From an optimization exercise on the open Yosys and OpenROAD flow, aimed at small area; shortcuts taken in it are not production practice.
At most, simulation tests tie the RTL to the original design; equivalence was not proved.
Only the layout flow was run in run 1; the RTL was not checked for function there.
Power is estimated from default activity; no workload was simulated.

===== flow/config.mk =====
export PLATFORM = sky130hd
export DESIGN_NAME = cfs_aligner
export DESIGN_NICKNAME = cfs_aligner
export VERILOG_FILES = /design/flow/design.v
export SDC_FILE = /design/flow/constraint.sdc
export NUM_CORES = 4
export LEC_CHECK = 0
export CAP_MARGIN = 0
export CORE_MARGIN = 2
export CORE_UTILIZATION = 60
export SLEW_MARGIN = 0

===== flow/constraint.sdc =====
create_clock -name core_clock -period 10.0 [get_ports {clk}]
set_input_delay 2.0000 -clock core_clock [delete_from_list [all_inputs] [get_ports {clk}]]
set_output_delay 2.0000 -clock core_clock [all_outputs]
set_load 0.01 [all_outputs]

===== flow/design.v =====
  module cfs_rx_fifo (
    input             clk,
    input             reset_n,
    input             push,
    input      [32:0] push_data,
    input             pop,
    input      [31:0] buf_data,
    output reg [32:0] rd_data,
    output reg [3:0]  lvl
  );
    reg [32:0] mem [0:7];
    reg [2:0]  wr, rd;
    integer i;
    always @(posedge clk) begin
      if (push) mem[wr] <= push_data;
    end
    always_comb begin
      rd_data = {1'b0, buf_data & {32{~pop}}};
      for (i = 0; i < 8; i = i + 1)
        rd_data = rd_data | (mem[i] & {33{pop & (rd == i)}});
    end
    always @(posedge clk or negedge reset_n) begin
      if (!reset_n) begin
        wr  <= 0;
        rd  <= 0;
        lvl <= 0;
      end
      else begin
        if (push) wr <= wr + 1;
        if (pop)  rd <= rd + 1;
        lvl <= lvl + {{3{pop & ~push}}, push ^ pop};
      end
    end
  endmodule
  module cfs_rx_ctrl (
    input             clk,
    input             reset_n,
    input             clr_cnt_drop,
    output reg [7:0]  cnt_drop,
    input             md_rx_valid,
    input      [31:0] md_rx_data,
    input      [1:0]  md_rx_offset,
    input      [2:0]  md_rx_size,
    output reg        md_rx_ready,
    output reg        md_rx_err,
    output            push,
    output     [32:0] push_data,
    input             fifo_full
  );
    wire [2:0] s_in = md_rx_size;
    wire [1:0] o_in = md_rx_offset;
    wire ok = (s_in == 3'd1) |
              ((s_in == 3'd2) & ~o_in[0]) |
              ((s_in == 3'd3) & (o_in == 2'd2)) |
              ((s_in == 3'd4) & (o_in == 2'd0)) |
              ((s_in == 3'd5) & (o_in == 2'd1)) |
              ((s_in == 3'd6) & (o_in == 2'd2)) |
              ((s_in == 3'd7) & (o_in == 2'd3));
    wire       full_w = (o_in == 2'd0) & s_in[2];
    wire       up     = (o_in == 2'd0) & ~s_in[2];
    wire [1:0] o_st   = up ? 2'd1 : o_in;
    always_comb begin
      md_rx_err   = md_rx_valid & ~ok;
      md_rx_ready = md_rx_valid & (~ok | ~fifo_full);
    end
    assign push      = md_rx_valid & ok & ~fifo_full;
    assign push_data = full_w ? {1'b1, md_rx_data}
                     : {1'b0, md_rx_data[31:24],
                        up ? md_rx_data[15:0] : md_rx_data[23:8],
                        3'b000, o_st, s_in};
    reg        drop_pend;
    wire [7:0] cnt_live = cnt_drop + {7'b0, drop_pend};
    always @(posedge clk or negedge reset_n) begin
      if (!reset_n) begin
        cnt_drop  <= 0;
        drop_pend <= 0;
      end
      else begin
        cnt_drop  <= clr_cnt_drop ? 8'd0 : cnt_live;
        drop_pend <= md_rx_err & ~clr_cnt_drop & (cnt_live != 8'hff);
      end
    end
  endmodule
  module cfs_tx_fifo (
    input             clk,
    input             reset_n,
    input             push,
    input      [34:0] push_data,
    output reg [3:0]  lvl,
    output reg        md_tx_valid,
    output reg [31:0] md_tx_data,
    output reg [1:0]  md_tx_offset,
    output reg [2:0]  md_tx_size,
    input             md_tx_ready
  );
    reg [34:0] mem [0:7];
    reg [2:0]  wr, rd;
    reg [34:0] head;
    integer i;
    wire empty = (lvl == 0);
    wire pop   = ~empty & md_tx_ready;
    always @(posedge clk) begin
      if (push) mem[wr] <= push_data;
    end
    always_comb begin
      head = 0;
      for (i = 0; i < 8; i = i + 1)
        head = head | (mem[i] & {35{rd == i}});
      md_tx_valid  = ~empty;
      md_tx_data   = head[31:0];
      md_tx_size   = {head[34] & head[32], head[34] & ~head[32], ~head[34]};
      md_tx_offset = {head[33], head[32] & ~head[34]};
    end
    always @(posedge clk or negedge reset_n) begin
      if (!reset_n) begin
        wr  <= 0;
        rd  <= 0;
        lvl <= 0;
      end
      else begin
        if (push) wr <= wr + 1;
        if (pop)  rd <= rd + 1;
        lvl <= lvl + {{3{pop & ~push}}, push ^ pop};
      end
    end
  endmodule
  module cfs_ctrl (
    input             clk,
    input             reset_n,
    input             rx_empty,
    output            pop,
    input      [32:0] src,         
    output reg [31:0] buf_data,
    output reg        push_valid,
    output     [34:0] push_item,
    input             tx_full,
    input      [2:0]  ctrl_code
  );
    integer j, k, t;
    function automatic [2:0] f_sub3(input [2:0] a, input [2:0] b);
      integer x, y;
      f_sub3 = 0;
      for (x = 0; x < 8; x = x + 1)
        for (y = 0; y < 8; y = y + 1)
          if (a == x && b == y) f_sub3 = x - y;
    endfunction
    function automatic [2:0] f_add3(input [2:0] a, input [2:0] b);
      integer x, y;
      f_add3 = 0;
      for (x = 0; x < 8; x = x + 1)
        for (y = 0; y < 8; y = y + 1)
          if (a == x && b == y) f_add3 = x + y;
    endfunction
    function automatic f_ge3(input [2:0] a, input [2:0] b);
      integer x, y;
      f_ge3 = 0;
      for (x = 0; x < 8; x = x + 1)
        for (y = 0; y <= x; y = y + 1)
          if (a == x && b == y) f_ge3 = 1'b1;
    endfunction
    function automatic f_gt3(input [2:0] a, input [2:0] b);
      integer x, y;
      f_gt3 = 0;
      for (x = 0; x < 8; x = x + 1)
        for (y = 0; y < x; y = y + 1)
          if (a == x && b == y) f_gt3 = 1'b1;
    endfunction
    function automatic [3:0] f_add43(input [2:0] a, input [2:0] b);
      integer x, y;
      f_add43 = 0;
      for (x = 0; x < 8; x = x + 1)
        for (y = 0; y < 8; y = y + 1)
          if (a == x && b == y) f_add43 = x + y;
    endfunction
    function automatic f_sum_is(input [1:0] a, input [2:0] b, input integer c);
      integer x;
      f_sum_is = 0;
      for (x = 0; x < 4; x = x + 1)
        if (c - x >= 0 && c - x < 8)
          if (a == x && b == c - x) f_sum_is = 1'b1;
    endfunction
    function automatic f_win(input [2:0] code, input integer p);
      f_win = (code[2] ? (code[0] ? 4 : 2 + 2 * code[1]) : ({code[1], code[0]} + 1)) > p;
    endfunction
    wire [2:0] ctrl_size   = {ctrl_code[2] & ctrl_code[0], ctrl_code[2] & ~ctrl_code[0], ~ctrl_code[2]};
    wire [1:0] ctrl_offset = {ctrl_code[1], ctrl_code[0] & ~ctrl_code[2]};
    reg [2:0]  rem;
    reg [2:0]  ptr;
    reg [2:0]  aligned;
    reg [31:0] push_data;
    reg        pd_used;      
    reg [2:0]  push_code;
    assign pop       = ~rx_empty & (rem == 3'd0);
    assign push_item = {push_code, push_data};
    wire [31:0] sdata = src[31:0];
    wire [1:0]  p_off  = src[32] ? 2'd0 : src[4:3];
    wire [2:0]  p_size = src[32] ? 3'd4 : src[2:0];
    wire [2:0] src_off = pop ? {1'b0, p_off} : ptr;
    wire [2:0] avail   = pop ? p_size : rem;
    wire       has_src = pop | (rem != 3'd0);
    wire hold   = push_valid & tx_full;
    wire [2:0] a_eff  = push_valid ? 3'd0 : aligned;
    wire [2:0] need   = ctrl_size - a_eff;
    wire       enough = has_src & (avail >= need);
    wire big = a_eff > ctrl_size;
    wire [3:0] pos = {2'b00, ctrl_offset} + {1'b0, a_eff};
    wire [3:0] pos_eq, soff_eq, av_gt, wm;
    for (genvar p = 0; p < 4; p = p + 1) begin : g_eq
      assign pos_eq[p]  = (pos == p);
      assign soff_eq[p] = (src_off == p);
      assign av_gt[p]   = (avail > p);
      assign wm[p]      = f_win(ctrl_code, p) | big;
    end
    reg [15:0] bsel;
    always_comb begin
      for (j = 0; j < 4; j = j + 1)
        for (k = 0; k < 4; k = k + 1) begin
          bsel[4*j+k] = 1'b0;
          for (t = 0; t <= j && t <= k; t = t + 1)
            bsel[4*j+k] = bsel[4*j+k] | (pos_eq[j-t] & soff_eq[k-t] & av_gt[t]);
          bsel[4*j+k] = bsel[4*j+k] & wm[j] & ~hold;
        end
    end
    reg [31:0] outb;
    always_comb begin
      outb = 0;
      for (j = 0; j < 4; j = j + 1)
        for (k = 0; k < 4; k = k + 1)
          outb[8*j +: 8] = outb[8*j +: 8] | (sdata[8*k +: 8] & {8{bsel[4*j+k]}});
    end
    wire [3:0] ptr_sum = {1'b0, src_off} + {1'b0, hold ? 3'd0 : need};
    always @(posedge clk) begin
      buf_data <= sdata;
      ptr      <= ptr_sum[3:2] != 2'b00 ? 3'd4 : {1'b0, ptr_sum[1:0]};
      if (~hold) push_code <= ctrl_code;
      push_data <= (push_data & {32{hold | (~push_valid & pd_used)}}) | outb;
    end
    always @(posedge clk or negedge reset_n) begin
      if (!reset_n) begin
        rem        <= 0;
        aligned    <= 0;
        push_valid <= 0;
        pd_used    <= 0;
      end
      else begin
        rem        <= hold ? avail : enough ? avail - need : 3'd0;
        aligned    <= a_eff + avail;    
        push_valid <= hold | enough;
        pd_used    <= 1'b1;
      end
    end
  endmodule
  module cfs_regs (
    input             clk,
    input             reset_n,
    input      [15:0] paddr,
    input             pwrite,
    input             psel,
    input             penable,
    input      [31:0] pwdata,
    output reg        pready,
    output reg [31:0] prdata,
    output reg        pslverr,
    output reg [2:0]  ctrl_code,
    output reg        ctrl_clr,
    input      [7:0]  cnt_drop,
    input      [3:0]  rx_lvl,
    input      [3:0]  tx_lvl,
    output            irq
  );
    wire [2:0] ctrl_size   = {ctrl_code[2] & ctrl_code[0], ctrl_code[2] & ~ctrl_code[0], ~ctrl_code[2]};
    wire [1:0] ctrl_offset = {ctrl_code[1], ctrl_code[0] & ~ctrl_code[2]};
    wire access    = psel & penable & ~pready;
    wire is_ctrl   = (paddr[15:2] == 14'h0000);
    wire is_status = (paddr[15:2] == 14'h0003);
    wire is_irqen  = (paddr[15:2] == 14'h003c);
    wire is_irq    = (paddr[15:2] == 14'h003d);
    wire unmapped  = ~(is_ctrl | is_status | is_irqen | is_irq);
    wire [2:0] w_size = pwdata[2:0];
    wire [1:0] w_off  = pwdata[9:8];
    wire ctrl_ok = (w_size == 3'd1) |
                   ((w_size == 3'd2) & ~w_off[0]) |
                   ((w_size == 3'd4) & (w_off == 2'd0));
    wire [2:0] w_code = {~w_size[0], w_off[1], w_size[0] ? w_off[0] : w_size[2]};
    reg       wr_ctrl_illegal;
    reg [4:0] irqen;
    reg [4:0] irq_flags;
    reg  [4:0] ev_dly;
    wire [4:0] ev_now  = {cnt_drop == 8'hff, tx_lvl[3], tx_lvl == 4'd0, rx_lvl[3], rx_lvl == 4'd0};
    wire [4:0] ev_edge = ev_now & ~ev_dly;
    assign irq = |(ev_edge & irqen);
    wire ctrl_wr = access & is_ctrl & pwrite;
    always @(posedge clk or negedge reset_n) begin
      if (!reset_n) begin
        pready          <= 0;
        wr_ctrl_illegal <= 0;
        ctrl_code       <= 0;
        ctrl_clr        <= 0;
        irqen           <= 0;
        irq_flags       <= 0;
        ev_dly          <= 5'b00101;
      end
      else begin
        pready   <= access & ~(ctrl_wr & ~wr_ctrl_illegal & ~ctrl_ok);
        ctrl_clr <= ctrl_wr & ~wr_ctrl_illegal & ctrl_ok & pwdata[16];
        if (ctrl_wr) begin
          wr_ctrl_illegal <= ~wr_ctrl_illegal & ~ctrl_ok;
          if (~wr_ctrl_illegal & ctrl_ok) ctrl_code <= w_code;
        end
        if (access & is_irqen & pwrite) irqen <= pwdata[4:0];
        irq_flags <= ev_edge | (irq_flags & ~(pwdata[4:0] & {5{access & is_irq & pwrite}}));
        ev_dly    <= ev_now;
      end
    end
    reg [31:0] rd_val;
    always_comb begin
      rd_val = 0;
      if (is_ctrl) begin
        rd_val[2:0] = ctrl_size;
        rd_val[9:8] = ctrl_offset;
      end
      if (is_status) begin
        rd_val[7:0]   = cnt_drop;
        rd_val[11:8]  = rx_lvl;
        rd_val[19:16] = tx_lvl;
      end
      if (is_irqen) rd_val[4:0] = irqen;
      if (is_irq)   rd_val[4:0] = irq_flags;
    end
    always @(posedge clk) begin
      prdata  <= pwrite ? 32'd0 : rd_val;
      pslverr <= unmapped | (pwrite & (is_status | (is_ctrl & wr_ctrl_illegal)));
    end
  endmodule
  module cfs_aligner#(
    parameter ALGN_DATA_WIDTH = 32,
    parameter FIFO_DEPTH      = 8,
    localparam int unsigned APB_ADDR_WIDTH    = 16,
    localparam int unsigned APB_DATA_WIDTH    = 32,
    localparam int unsigned ALGN_OFFSET_WIDTH = ALGN_DATA_WIDTH <= 8 ? 1 : $clog2(ALGN_DATA_WIDTH/8),
    localparam int unsigned ALGN_SIZE_WIDTH   = $clog2(ALGN_DATA_WIDTH/8)+1
  ) (
    input wire clk,
    input wire reset_n,
    input wire[APB_ADDR_WIDTH-1:0]    paddr,
    input wire                        pwrite,
    input wire                        psel,
    input wire                        penable,
    input wire[APB_DATA_WIDTH-1:0]    pwdata,
    output wire                        pready,
    output wire[APB_DATA_WIDTH-1:0]    prdata,
    output wire                        pslverr,
    input                             md_rx_valid,
    input[ALGN_DATA_WIDTH-1:0]        md_rx_data,
    input[ALGN_OFFSET_WIDTH-1:0]      md_rx_offset,
    input[ALGN_SIZE_WIDTH-1:0]        md_rx_size,
    output wire                        md_rx_ready,
    output wire                        md_rx_err,
    output wire                        md_tx_valid,
    output wire[ALGN_DATA_WIDTH-1:0]   md_tx_data,
    output wire[ALGN_OFFSET_WIDTH-1:0] md_tx_offset,
    output wire[ALGN_SIZE_WIDTH-1:0]   md_tx_size,
    input                             md_tx_ready,
    input                             md_tx_err,
    output wire                        irq
  );
    wire [2:0]  ctrl_code;
    wire        ctrl_clr;
    wire [7:0]  cnt_drop;
    wire [3:0]  rx_lvl, tx_lvl;
    wire        rx_push, rx_pop, push_valid;
    wire [32:0] rx_item, src;
    wire [31:0] buf_data;
    wire [34:0] push_item;
    cfs_rx_ctrl rx_ctrl (
      .clk         (clk),
      .reset_n     (reset_n),
      .clr_cnt_drop(ctrl_clr),
      .cnt_drop    (cnt_drop),
      .md_rx_valid (md_rx_valid),
      .md_rx_data  (md_rx_data),
      .md_rx_offset(md_rx_offset),
      .md_rx_size  (md_rx_size),
      .md_rx_ready (md_rx_ready),
      .md_rx_err   (md_rx_err),
      .push        (rx_push),
      .push_data   (rx_item),
      .fifo_full   (rx_lvl[3])
    );
    cfs_rx_fifo rx_fifo (
      .clk      (clk),
      .reset_n  (reset_n),
      .push     (rx_push),
      .push_data(rx_item),
      .pop      (rx_pop),
      .buf_data (buf_data),
      .rd_data  (src),
      .lvl      (rx_lvl)
    );
    cfs_ctrl ctrl (
      .clk       (clk),
      .reset_n   (reset_n),
      .rx_empty  (rx_lvl == 4'd0),
      .pop       (rx_pop),
      .src       (src),
      .buf_data  (buf_data),
      .push_valid(push_valid),
      .push_item (push_item),
      .tx_full   (tx_lvl[3]),
      .ctrl_code (ctrl_code)
    );
    cfs_tx_fifo tx_fifo (
      .clk         (clk),
      .reset_n     (reset_n),
      .push        (push_valid & ~tx_lvl[3]),
      .push_data   (push_item),
      .lvl         (tx_lvl),
      .md_tx_valid (md_tx_valid),
      .md_tx_data  (md_tx_data),
      .md_tx_offset(md_tx_offset),
      .md_tx_size  (md_tx_size),
      .md_tx_ready (md_tx_ready)
    );
    cfs_regs regs (
      .clk      (clk),
      .reset_n  (reset_n),
      .paddr    (paddr),
      .pwrite   (pwrite),
      .psel     (psel),
      .penable  (penable),
      .pwdata   (pwdata),
      .pready   (pready),
      .prdata   (prdata),
      .pslverr  (pslverr),
      .ctrl_code(ctrl_code),
      .ctrl_clr (ctrl_clr),
      .cnt_drop (cnt_drop),
      .rx_lvl   (rx_lvl),
      .tx_lvl   (tx_lvl),
      .irq      (irq)
    );
  endmodule

===== flow/flow/run.sh =====
#!/bin/bash
set -euo pipefail
bash standard.sh \
  "BUFFER_PORTS_ARGS=-buffer_cell sky130_fd_sc_hd__buf_1" \
  "CTS_ARGS=-sink_clustering_enable -repair_clock_nets -buf_list sky130_fd_sc_hd__clkbuf_8 -sink_clustering_size 16 -sink_clustering_max_diameter 70 -dont_use_dummy_load" \
  finish > standard.log 2>&1

===== flow/standard.sh =====
#!/bin/bash
# synth_recipe.tcl (not shown) runs the flow's synth.tcl, then flattens the netlist and writes it again
# the make line also repeats each setting of config.mk as NAME=value (left out here)
make -C /OpenROAD-flow-scripts/flow DESIGN_CONFIG=/design/flow/config.mk WORK_HOME=/design/flow/orfs CLKGATE_MAP_FILE= SYNTH_SCRIPT=/design/flow/synth_recipe.tcl "${@:-finish}"

==> flow_summary_export.csv, run 1 <==
group,metric,value,unit
status,status,"no timing/DRC/antenna violations",
global_routing,gr-total-overflow,0,
synth,synth.area.top_cells,"edfxtp_1 (61%), dfxtp_1 (6.2%), dfrtp_1 (5.2%)",
floorplan,floorplan.die_area,0.0469,mm^2
cells_and_area,diodes,0,
sta,rsz0062_at_grt,"false",
cts,cts_hold_buf,0,
cts,cts_setup_buffers,0,
cells_and_area,final_cells,2446,
global_routing,grt_antenna_before_repair,2,
global_routing,grt_pass1_wl,96500,um
cts,clk_latency,0.68,ns
critical_path,cp_data_required_time,8.00,ns
sta,tns,0,ns
routing,drtAntennaViolNets,0,
sta,hold_violations,0,
synth,seq_area_frac_synth,72.2,%
cts,htreeDepth,2,
synth,ys_warn_count,5,
cells_and_area,fin_area,0.0289,mm^2
sta,setup-violations-final,0,
pwr,irDropWorstVdd,0.184,mV
critical_path,crit_type,"in -> out",
sta,worstMarginPinSlew,1.31,ns
floorplan,num_rows,77,
synth,avgSynthCellArea,15.6,um^2
cts,cts_resized,0,
cts,clockBufferDepth,3,
placed_design,place_congestion,0.905,
run,max_cap_viol_count,0,
floorplan,die_y,217,um
routing,wire_per_inst,26.1,um
critical_path,arrival,3.37,ns
critical_path,cp-start-kind,"input port",
synth,synth_edf_count,547,
sta,fmax,0.186,GHz
min_path,hold_class,"reg -> reg",
routing,vias_per_cell,6.60,
cts,cts_tree,"yes",
cells_and_area,areaGrowthSynthToFinish,6.79,%
sta,relSlewSlack,12.8,%
synth,synth_cell_type_count,86,
sta,slew_violations,0,
critical_path,crit_path_end_kind,"output port",
sta,min_period_over_period,53.7,%
synth,synth_seq_cells,689,
synth,ys_dominant_reg_cell,"edfxtp_1",
pwr,finalPower,8.37,mW
synth,async_reset_ff_share,8.42,%
floorplan,core_area,0.0444,mm^2
sta,final.setup.worst_slack,4.63,ns
synth,synth_top_cell_by_area,"edfxtp_1",
floorplan,start_util,61.0,%
cts,cts_root_buffer,"clkbuf_8",
critical_path,ff2ff_setup_slack,5.61,ns
placed_design,place_ws,4.60,ns
sta,min_period,5.37,ns
routing,dr.pass1.iters,9,
routing,drt_iter0_drc,2003,
cells_and_area,drive_gt1_share,9.12,%
pwr,p_leak,9.79,nW
placed_design,dp.cells,2397,
synth,mappedNetlistArea,0.0271,mm^2
placed_design,dp_hpwl,38200,um
cells_and_area,n_fill_cell,3221,
cts,cts_buffers,49,
floorplan,fp.dieW,217,um
global_routing,grt_pass1_vias,15900,
pwr,powerDensity,289,mW/mm^2
routing,drc,0,
routing,vias,16100,
synth,netlist_instances,1740,
routing,wl,63900,um
global_routing,grt_max_degree,71,
floorplan,io_pins,168,
cts,cts_sinks,689,
synth,synth_top_area_share,60.6,%
placed_design,portBuffers,124,
cells_and_area,fin_nets,1992,
cts,clkTransAtPathRegs,0.09,ns
global_routing,grt_use_total,27.4,%
sta,finClkSkew,0.0643,ns
placed_design,postPlaceCellArea,0.0283,mm^2
critical_path,crit_fanout,5,
[metal layers]
metal | GRT usage (%) | part of all wire (%)
met5 | 0 | 0.020
met4 | 6.78 | 2.2
met3 | 3.78 | 6.9
met2 | 45.8 | 49
met1 | 38.6 | 42
[cells by family after synthesis]
family,count (synthesis),share of synthesized area [%]
fa+ha+maj,43,2.15
other cells,2,0.0277
buf+inv,174,2.80
compound gates,415,13.2
xor+xnor,23,0.743
flops,689,72.2
mux,70,2.74
simple gates,324,6.16
[final timing paths]
path | startpoint | endpoint | cells after the start
worst max-delay path | md_rx_offset[0] | md_rx_err | 6
worst min-delay path | regs.irq_flags[0] | regs.irq_flags[0] | 1
worst max register to register | rx_fifo.rd[2] | ctrl.push_data[23] | 11
worst min register to register | regs.irq_flags[0] | regs.irq_flags[0] | 1
max in group asynchronous | reset_n | ctrl.aligned[0] | 2
min in group asynchronous | reset_n | rx_ctrl.cnt_drop[7] | 2
[per-stage QoR]
stage	utilization, %	hold WS (ns)
CTS	65.2	0.489
global route	65.2	0.510
detailed placement	63.6	0.465
global placement	63.6	0.455
floorplan	-	0.424
finish	65.2	0.487
[cells in the mapped netlist, types with 20 or more instances]
cell type	n
nand2_1	83
and2_1	20
clkbuf_1	58
mux2i_1	36
edfxtp_1	547
nor3_1	20
ha_1	37
a222oi_1	100
a22oi_1	59
mux2_2	31
inv_1	64
a221o_1	54
nor2_1	84
dfxtp_1	84
and3_1	20
dfrtp_1	56
a221oi_1	35
o21ai_0	33
[flip-flops by register name, indices dropped and copies added (netlist names), 4 cells and up]
| signal | cells |
|---|---|
| rx_fifo.lvl | 4 |
| ctrl.buf_data | 32 |
| regs.ev_dly | 5 |
| rx_fifo.mem | 264 |
| regs.prdata | 16 |
| regs.irq_flags | 5 |
| ctrl.push_data | 32 |
| tx_fifo.lvl | 4 |
| rx_ctrl.cnt_drop | 8 |
| tx_fifo.mem | 280 |
| regs.irqen | 5 |
[cell usage in the layout (no fill, tap or decap), types with 8 or more instances in the layout]
cell,synthesis,routed
nand2_1,83,83
edfxtp_1,547,547
conb_1,2,17
and3_1,20,18
xnor2_1,16,16
nor3_1,20,13
nor4_1,9,8
o211ai_1,17,17
a221o_1,54,54
a222oi_1,100,100
nand3_1,19,19
nand2b_1,10,10
mux2i_1,36,36
dfrtp_1,56,56
nor2_1,84,77
nor2b_1,12,12
o221ai_1,19,19
buf_1,14,123
a21oi_1,16,16
o21ai_0,33,33
and2_1,20,20
a22o_1,19,19
dfxtp_1,84,84
a221oi_1,35,35
nand4_1,10,10
inv_1,64,64
ha_1,37,34
a21o_1,9,9
nor3_2,1,8
mux2_2,31,31
a22oi_1,59,59
clkbuf_8,0,49
buf_4,19,32
[power breakdown]
group | internal (mW) | leakage [nW] | switching [mW]
logic | 1.05 | 3.04 | 2.11
clock network | 0.440 | 0.352 | 0.822
registers | 3.65 | 6.40 | 0.293
[critical path: stages]
cell	delay, ns
buf_1	0.24
inv_1	0.12
a22o_1	0.21
a221o_1	0.45
and2_1	0.23
buf_1	0.13
[final cells by class]
type	count	area [um^2]	area share (%)
multi-input cells	892	7000	24.2
flip-flops and latches	689	19600	67.6
repair buffers	156	707	2.44
inverters	68	258	0.891
clock buffers	49	674	2.33
well taps	592	741	2.56
==> run 2, diff against run 1 <==
--- a/flow/design.v
+++ b/flow/design.v
@@ -4,9 +4,9 @@
     input             push,
-    input      [32:0] push_data,
+    input      [33:0] push_data,
     input             pop,
     input      [31:0] buf_data,
-    output reg [32:0] rd_data,
+    output reg [33:0] rd_data,
     output reg [3:0]  lvl
   );
-    reg [32:0] mem [0:7];
+    reg [33:0] mem [0:7];
     reg [2:0]  wr, rd;
@@ -17,5 +17,5 @@
     always_comb begin
-      rd_data = {1'b0, buf_data & {32{~pop}}};
+      rd_data = {2'b0, buf_data & {32{~pop}}};
       for (i = 0; i < 8; i = i + 1)
-        rd_data = rd_data | (mem[i] & {33{pop & (rd == i)}});
+        rd_data = rd_data | (mem[i] & {34{pop & (rd == i)}});
     end
@@ -46,3 +46,3 @@
     output            push,
-    output     [32:0] push_data,
+    output     [33:0] push_data,
     input             fifo_full
@@ -58,5 +58,4 @@
               ((s_in == 3'd7) & (o_in == 2'd3));
-    wire       full_w = (o_in == 2'd0) & s_in[2];
-    wire       up     = (o_in == 2'd0) & ~s_in[2];
-    wire [1:0] o_st   = up ? 2'd1 : o_in;
+    wire       o_nz = (o_in != 2'd0);
+    wire [1:0] c_in = o_nz ? 2'd3 : {s_in[2], s_in[1]};
     always_comb begin
@@ -66,6 +65,3 @@
     assign push      = md_rx_valid & ok & ~fifo_full;
-    assign push_data = full_w ? {1'b1, md_rx_data}
-                     : {1'b0, md_rx_data[31:24],
-                        up ? md_rx_data[15:0] : md_rx_data[23:8],
-                        3'b000, o_st, s_in};
+    assign push_data = {c_in, md_rx_data[31:5], o_nz ? {o_in, s_in} : md_rx_data[4:0]};
     reg        drop_pend;
@@ -131,3 +127,3 @@
     output            pop,
-    input      [32:0] src,         
+    input      [33:0] src,         
     output reg [31:0] buf_data,
@@ -139,44 +135,2 @@
     integer j, k, t;
-    function automatic [2:0] f_sub3(input [2:0] a, input [2:0] b);
-      integer x, y;
-      f_sub3 = 0;
-      for (x = 0; x < 8; x = x + 1)
-        for (y = 0; y < 8; y = y + 1)
-          if (a == x && b == y) f_sub3 = x - y;
-    endfunction
-    function automatic [2:0] f_add3(input [2:0] a, input [2:0] b);
-      integer x, y;
-      f_add3 = 0;
-      for (x = 0; x < 8; x = x + 1)
-        for (y = 0; y < 8; y = y + 1)
-          if (a == x && b == y) f_add3 = x + y;
-    endfunction
-    function automatic f_ge3(input [2:0] a, input [2:0] b);
-      integer x, y;
-      f_ge3 = 0;
-      for (x = 0; x < 8; x = x + 1)
-        for (y = 0; y <= x; y = y + 1)
-          if (a == x && b == y) f_ge3 = 1'b1;
-    endfunction
-    function automatic f_gt3(input [2:0] a, input [2:0] b);
-      integer x, y;
-      f_gt3 = 0;
-      for (x = 0; x < 8; x = x + 1)
-        for (y = 0; y < x; y = y + 1)
-          if (a == x && b == y) f_gt3 = 1'b1;
-    endfunction
-    function automatic [3:0] f_add43(input [2:0] a, input [2:0] b);
-      integer x, y;
-      f_add43 = 0;
-      for (x = 0; x < 8; x = x + 1)
-        for (y = 0; y < 8; y = y + 1)
-          if (a == x && b == y) f_add43 = x + y;
-    endfunction
-    function automatic f_sum_is(input [1:0] a, input [2:0] b, input integer c);
-      integer x;
-      f_sum_is = 0;
-      for (x = 0; x < 4; x = x + 1)
-        if (c - x >= 0 && c - x < 8)
-          if (a == x && b == c - x) f_sum_is = 1'b1;
-    endfunction
     function automatic f_win(input [2:0] code, input integer p);
@@ -195,4 +149,5 @@
     wire [31:0] sdata = src[31:0];
-    wire [1:0]  p_off  = src[32] ? 2'd0 : src[4:3];
-    wire [2:0]  p_size = src[32] ? 3'd4 : src[2:0];
+    wire        p_c3  = src[33] & src[32];
+    wire [1:0]  p_off  = p_c3 ? src[4:3] : 2'b00;
+    wire [2:0]  p_size = p_c3 ? src[2:0] : {src[33], src[32], ~src[33] & ~src[32]};
     wire [2:0] src_off = pop ? {1'b0, p_off} : ptr;
@@ -371,3 +326,3 @@
     wire        rx_push, rx_pop, push_valid;
-    wire [32:0] rx_item, src;
+    wire [33:0] rx_item, src;
     wire [31:0] buf_data;
--- a/flow/flow/run.sh
+++ b/flow/flow/run.sh
@@ -1,2 +1,8 @@
 #!/bin/bash
+# The standard layout (standard.sh: standard synthesis through finish),
+# with two settings changed: every port gets the smallest buffer cell
+# (buf_1) as its port buffer, and clock tree synthesis uses clkbuf_8 cells
+# on clusters of up to 16 sinks within 70 um and adds no dummy loads.
+# The make output goes to standard.log; ORFS keeps each step's log under
+# orfs/logs.
 set -euo pipefail
==> flow_summary_export.csv, run 2 <==
group,metric,value,unit
cells_and_area,mostFrequentLayoutCells,"edfxtp_1 (555), buf_1 (123), a222oi_1 (121), dfxtp_1 (84), nand2_1 (83)",
synth,mappedNetlistArea,0.0269,mm^2
global_routing,grt_use_total,26.8,%
pwr,power_frac_clock,14.9,%
critical_path,arrival,3.57,ns
cells_and_area,drive_gt1_share,9.25,%
min_path,holdCritStartpoint,"tx_fifo.lvl[0]",
cells_and_area,fin_nets,1976,
floorplan,io_pins,168,
synth,synth_top_cell_by_area,"edfxtp_1",
status,status,"no timing/DRC/antenna violations",
critical_path,crit_family,"compound AO/OA/AOI/OAI gates",
cts,cts_tree,"yes",
synth,async_reset_ff_share,8.32,%
cts,cts_hold_buf,0,
synth,synth_seq_cells,697,
sta,tns,0,ns
synth,yosysMostFrequentCell,"edfxtp_1",
sta,hold_violations,0,
cells_and_area,mostFrequentLayoutCell,"edfxtp_1",
cells_and_area,top_register,"tx_fifo.mem",
critical_path,critPathMaxStageDelay,0.64,ns
sta,min_period_over_period,55.7,%
cells_and_area,top_regs,"tx_fifo.mem: 280 flops, rx_fifo.mem: 272 flops",
critical_path,ff2ff_path_depth,12,
floorplan,die_y,216,um
pwr,pwr-share-seq,47.2,%
cts,cts_resized,0,
cts,cts_sinks,697,
pwr,powerDensity,292,mW/mm^2
synth,netlist_instances,1705,
critical_path,cp_cell_sequence,"buf_1 > nor2_1 > a21oi_1 > o221ai_1 > a21oi_1 > a21boi_0 > buf_1",
synth,avgSynthCellArea,15.8,um^2
critical_path,crit_type,"in -> out",
global_routing,gr-total-overflow,0,
cells_and_area,areaGrowthSynthToFinish,7.26,%
run,max_cap_viol_count,0,
synth,seq_area_frac_synth,73.5,%
cells_and_area,largest_reg_flops,280,
floorplan,floorplan.die_area,0.0466,mm^2
routing,drtAntennaViolNets,0,
global_routing,grt_antenna_before_repair,0,
pwr,irDropWorstVdd,0.213,mV
cts,cts_root_buffer,"clkbuf_8",
global_routing,grt_max_degree,71,
min_path,hold_class,"reg -> reg",
critical_path,crit_path_end_kind,"output port",
cts,cts_buffers,49,
critical_path,cp_data_required_time,8.00,ns
cells_and_area,diodes,0,
pwr,p_int,5.20,mW
placed_design,portBuffers,124,
cts,clockBufferDepth,3,
routing,vias_per_cell,6.54,
floorplan,fp.dieW,216,um
placed_design,place_ws,4.34,ns
sta,finClkSkew,0.0809,ns
synth,yosys-top-cells-count,"edfxtp_1 (555), a222oi_1 (121), dfxtp_1 (84)",
sta,rsz0062_at_grt,"false",
critical_path,slowest_stage,"a21oi_1",
routing,drc,0,
cts,clk_latency,0.69,ns
sta,slew_violations,0,
cts,htreeDepth,2,
min_path,holdPathStages,1,
sta,worstMarginPinSlew,1.07,ns
sta,setup-violations-final,0,
sta,fmax,0.179,GHz
floorplan,start_util,60.9,%
critical_path,ff2ff_setup_slack,5.37,ns
critical_path,r2r-start,"rx_fifo.rd[2]",
pwr,p_leak,9.81,nW
pwr,power.switching,3.24,mW
routing,dr.pass1.iters,8,
synth,ys_dominant_reg_cell,"edfxtp_1",
pwr,netSwitchingFraction,38.4,%
synth,synth.area.top_cells,"edfxtp_1 (62%), dfxtp_1 (6.2%), dfrtp_1 (5.2%)",
sta,relSlewSlack,27.7,%
routing,wire_per_inst,25.7,um
floorplan,num_rows,77,
sta,min_period,5.57,ns
sta,final.setup.worst_slack,4.43,ns
synth,synth_cell_type_count,84,
synth,ys_warn_count,5,
routing,vias,15900,
critical_path,worst-path-buf-inv,2,
routing,drt_iter0_drc,2018,
min_path,hold_path_end,"regs.prdata[16]",
critical_path,rr_endpoint,"ctrl.push_data[21]",
floorplan,core_area,0.0442,mm^2
synth,synth_top_area_share,61.9,%
placed_design,dp_hpwl,37100,um
global_routing,grt_pass1_vias,15700,
cts,cts_setup_buffers,0,
routing,wl,62400,um
global_routing,grt_pass1_wl,94300,um
critical_path,cp-start-kind,"input port",
synth,synth_edf_count,555,
cts,clkTransAtPathRegs,0.10,ns
placed_design,place_congestion,0.877,
critical_path,crit_fanout,6,
pwr,p_comb_share,37.9,%
[run 2: cell type report]
class / instances / area, um^2
Clock buffer: 49 / 674
Fill cell: 3218 / 15300
Inverter: 67 / 255
Multi-Input combinational cell: 856 / 6600
Sequential cell: 697 / 19800
Tap cell: 592 / 741
Timing Repair Buffer: 169 / 805
[run 2: cells by family (layout without fill, tap and decap cells)]
kind of cell,Yosys count,in the layout,synth area share [%]
fa+ha+maj,43,43,2.17
mux,55,55,2.13
simple gates,313,313,5.74
flops,697,697,73.5
xor+xnor,22,22,0.716
other cells,2,17,0.0279
buf+inv,167,285,2.64
compound gates,406,406,13.0
[run 2: layer usage]
metal	global-route usage [%]	vias up	part of all wire, %
met5	0	-	0
met4	8.02	0	2.4
met3	3.51	113	6.4
met2	45.3	611	50
met1	36.8	8057	41
li1	-	7108	-
[run 2: worst max path at each step]
stage | slack (ns) | cells past startpoint | endpoint | startpoint
2_1_floorplan | 4.03 | 8 | rx_fifo.mem[2][0] | md_rx_size[2]
3_3_place_gp | 4.37 | 7 | md_rx_ready | md_rx_size[2]
3_5_place_dp | 4.34 | 7 | md_rx_ready | md_rx_size[2]
4_1_cts | 4.34 | 7 | md_rx_ready | md_rx_size[2]
5_1_grt | 4.31 | 7 | md_rx_ready | md_rx_size[2]
6_report | 4.43 | 7 | md_rx_ready | md_rx_size[2]
[run 2: per-stage QoR]
stage | hold WS [ns] | power (mW) | instances | utilization, % | area, um^2
after floorplan | 0.427 | 6.04 | 1720 | - | 27000
final | 0.462 | 8.44 | 2430 | 65.3 | 28900
after detailed placement | 0.465 | 7.23 | 2381 | 63.8 | 28200
after global placement | 0.455 | 7.15 | 2381 | 63.8 | 28200
after CTS | 0.464 | 8.46 | 2430 | 65.3 | 28900
after global routing | 0.491 | 8.90 | 2430 | 65.3 | 28900
[run 2: power groups by stage]
stage          clock network [mW]  logic, mW  registers, mW
3_5_place_dp                    0       3.18           4.05
4_1_cts                      1.29       3.18           3.99
6_report                     1.26       3.20           3.99
5_1_grt                      1.39       3.47           4.04
3_3_place_gp                    0       3.12           4.03
2_1_floorplan                   0       2.10           3.94
==> run 3, diff against run 2 <==
==> flow/run.sh (new file) <==
#!/bin/bash
# synth_recipe.tcl (not shown) runs the flow's synth.tcl, then flattens the netlist and writes it again
# the make line also repeats each setting of config.mk as NAME=value (left out here)
make -C /OpenROAD-flow-scripts/flow DESIGN_CONFIG=/design/flow/config.mk WORK_HOME=/design/flow/orfs CLKGATE_MAP_FILE= SYNTH_SCRIPT=/design/flow/synth_recipe.tcl finish
--- a/flow/config.mk
+++ b/flow/config.mk
@@ -10,2 +10,5 @@
 export CORE_UTILIZATION = 60
+export CTS_BUF_LIST = sky130_fd_sc_hd__clkbuf_8
+export CTS_CLUSTER_DIAMETER = 60
+export CTS_CLUSTER_SIZE = 16
 export SLEW_MARGIN = 0
removed: flow/flow/run.sh
removed: flow/standard.sh
==> flow_summary_export.csv, run 3 <==
group,metric,value,unit
sta,relSlewSlack,27.4,%
cts,cts_root_buffer,"clkbuf_8",
sta,finClkSkew,0.0227,ns
placed_design,dp_hpwl,36900,um
placed_design,place_congestion,0.885,
pwr,netSwitchingFraction,37.4,%
synth,synth_cell_type_count,84,
cells_and_area,top_register,"tx_fifo.mem",
critical_path,crit_type,"in -> out",
cts,cts_resized,0,
cells_and_area,fin_nets,1977,
floorplan,die_y,216,um
cts,clockBufferDepth,3,
pwr,p_comb_share,38.7,%
cells_and_area,mostFrequentLayoutCells,"edfxtp_1 (555), clkdlybuf4s50_1 (123), a222oi_1 (121), inv_1 (97), dfxtp_1 (84)",
synth,yosysMostFrequentCell,"edfxtp_1",
critical_path,cp_data_required_time,8.00,ns
synth,seq_area_frac_synth,73.5,%
synth,ys_dominant_reg_cell,"edfxtp_1",
synth,mappedNetlistArea,0.0269,mm^2
status,status,"no timing/DRC/antenna violations",
routing,vias,15900,
floorplan,num_rows,77,
cts,cts_tree,"yes",
global_routing,gr-total-overflow,0,
sta,min_period,6.27,ns
floorplan,fp.dieW,216,um
cts,cts_setup_buffers,0,
routing,drt_iter0_drc,2014,
cts,clk_latency,0.67,ns
cells_and_area,largest_reg_flops,280,
cts,cts_hold_buf,0,
cells_and_area,drive_gt1_share,9.56,%
synth,synth_top_cell_by_area,"edfxtp_1",
critical_path,arrival,4.27,ns
run,max_cap_viol_count,0,
synth,synth_edf_count,555,
cells_and_area,final_cells,2476,
synth,ys_warn_count,5,
synth,avgSynthCellArea,15.8,um^2
synth,synth_seq_cells,697,
synth,synth.area.top_cells,"edfxtp_1 (62%), dfxtp_1 (6.2%), dfrtp_1 (5.2%)",
placed_design,portBuffers,124,
synth,netlist_instances,1705,
pwr,p_leak,10.4,nW
pwr,p_int,5.49,mW
synth,async_reset_ff_share,8.32,%
critical_path,crit_fanout,6,
synth,synth_top_area_share,61.9,%
sta,hold_violations,0,
min_path,hold_class,"reg -> reg",
routing,wl,62300,um
pwr,irDropWorstVdd,0.277,mV
cts,cts_sinks,697,
cells_and_area,areaGrowthSynthToFinish,11.1,%
global_routing,grt_antenna_before_repair,1,
sta,slew_violations,0,
global_routing,grt_use_total,26.8,%
global_routing,grt_pass1_wl,94500,um
pwr,power.switching,3.29,mW
synth,yosys-top-cells-count,"edfxtp_1 (555), a222oi_1 (121), dfxtp_1 (84)",
routing,drc,0,
sta,fmax,0.160,GHz
sta,min_period_over_period,62.7,%
pwr,pwr-share-seq,45.5,%
critical_path,slowest_stage,"a21oi_1",
routing,vias_per_cell,6.43,
pwr,power_frac_clock,15.8,%
cells_and_area,top_regs,"tx_fifo.mem: 280 flops, rx_fifo.mem: 272 flops",
routing,dr.pass1.iters,9,
routing,drtAntennaViolNets,0,
floorplan,floorplan.die_area,0.0466,mm^2
floorplan,start_util,60.9,%
global_routing,grt_pass1_vias,15800,
critical_path,cp-start-kind,"input port",
cts,clkTransAtPathRegs,0.09,ns
min_path,holdCritStartpoint,"regs.irq_flags[0]",
global_routing,grt_max_degree,71,
sta,worstMarginPinSlew,1.08,ns
critical_path,critPathMaxStageDelay,0.63,ns
sta,rsz0062_at_grt,"false",
placed_design,dp.cells,2381,
cts,htreeDepth,2,
pwr,finalPower,8.78,mW
floorplan,core_area,0.0442,mm^2
critical_path,critPathLaunch,"md_rx_size[2]",
floorplan,io_pins,168,
pwr,powerDensity,294,mW/mm^2
sta,tns,0,ns
critical_path,cp_cell_sequence,"clkdlybuf4s50_1 > nor2_1 > a21oi_1 > o221ai_1 > a21oi_1 > a21boi_0 > clkdlybuf4s50_1",
routing,wire_per_inst,25.1,um
critical_path,r2r-start,"rx_fifo.rd[2]",
cells_and_area,n_fill_cell,3100,
sta,setup-violations-final,0,
cells_and_area,mostFrequentLayoutCell,"edfxtp_1",
cts,cts_buffers,50,
critical_path,crit_path_end_kind,"output port",
==> run 3: cell count changes in the layout (fill, tap and decap cells not counted), sizes merged <==
cell,delta
buf,-123
bufinv,+1
clkbuf,+4
clkdlybuf4s50,+123
clkinv,+1
clkinvlp,+2
diode,+2
inv,+36
==> run 3: layer usage <==
layer / part of all wire [%] / wire [um] / global-route usage, % / vias to the layer above
li1: - / - / - / 7157
met1: 42 / 25900 / 37.5 / 8015
met2: 49 / 30600 / 44.5 / 644
met3: 7.1 / 4440 / 4.30 / 106
met4: 2.0 / 1270 / 6.94 / 2
met5: 0.018 / 11 / 0 / -
==> run 3: path summary, 6_finish.rpt <==
kind                       depth (start not counted)                  to  slack [ns]
max                                                7         md_rx_ready        3.73
min                                                1   regs.irq_flags[0]        0.49
max reg2reg                                       12  ctrl.push_data[24]        5.30
min reg2reg                                        1   regs.irq_flags[0]        0.49
max in group asynchronous                          2   rx_ctrl.drop_pend        7.97
min in group asynchronous                          2       tx_fifo.rd[2]        1.50
==> run 3: layout make-up <==
class	instances	area, um^2	area share, %
clock inverters	40	190	0.636
inverters	67	255	0.854
clock buffers	53	729	2.44
flip-flops and latches	697	19800	66.2
repair buffers	169	1570	5.26
diodes	2	5.00	0.0167
multi-input cells	856	6600	22.1
well taps	592	741	2.48
==> run 3: power by group through the flow <==
stage | logic (mW) | registers (mW) | clock network (mW)
finish | 3.40 | 3.99 | 1.39
global route | 3.67 | 4.04 | 1.52
detailed placement | 3.38 | 4.06 | 0
CTS | 3.39 | 3.99 | 1.42
global placement | 3.32 | 4.03 | 0
floorplan | 2.10 | 3.94 | 0
==> run 3: cell families (layout without fill, tap and decap cells) <==
logic type	Yosys count	after routing	synth area share [%]
adders and majority gates	43	43	2.17
muxes	55	55	2.13
buffers and inverters	167	329	2.64
xor gates and xnor gates	22	22	0.716
AOI/OAI and AO/OA	406	406	13.0
and+or+nand+nor	313	313	5.74
other	2	19	0.0279
DFF	697	697	73.5
==> run 3: critical path: cells and delay by family <==
family	cells	cell delay, ns
AO/OA/AOI/OAI	4	1.09
buffers and inverters	2	1.08
AND/OR/NAND/NOR	1	0.08
==> run 3: through the flow <==
step	area [um^2]	worst slack, ns	hold slack, ns	util [%]
4_1_cts	29900	3.61	0.491	67.6
5_1_grt	29900	3.60	0.504	67.6
3_5_place_dp	29000	3.62	0.467	65.5
3_3_place_gp	29000	3.63	0.452	65.5
2_1_floorplan	27000	4.03	0.427	-
6_report	29900	3.73	0.490	67.6

-- re-timing with driven ports --
The flow's constraints put no driver on any port. The routed layouts listed below were extracted and timed again, unchanged, in two steps.
Step 1: set_driving_cell puts a clkbuf_16 on clk and a buf_2 on each other input, an assumption about the parent block.
Step 2 times the ports against the registers' clock, not the clock port: input delays grow and output delays shrink by t, the midpoint of the rising clock arrivals with the driver on.
a / b / c = ideal / step 1 / step 2; a / b = the first two.
run	shift t [ns]	slack for setup (ns)	hold slack, ns	worst register clock-pin slew, ns	cell pins on the clock port's net
run 1	0.702	4.630 / 4.603 / 4.603	0.487 / 0.487 / 0.487	0.11 / 0.11	1
run 2	0.704	4.426 / 4.404 / 4.404	0.462 / 0.462 / 0.462	0.11 / 0.11	1
run 3	0.715	3.733 / 3.706 / 3.706	0.490 / 0.490 / 0.490	0.11 / 0.11	1
After both steps every run listed still meets setup and hold.
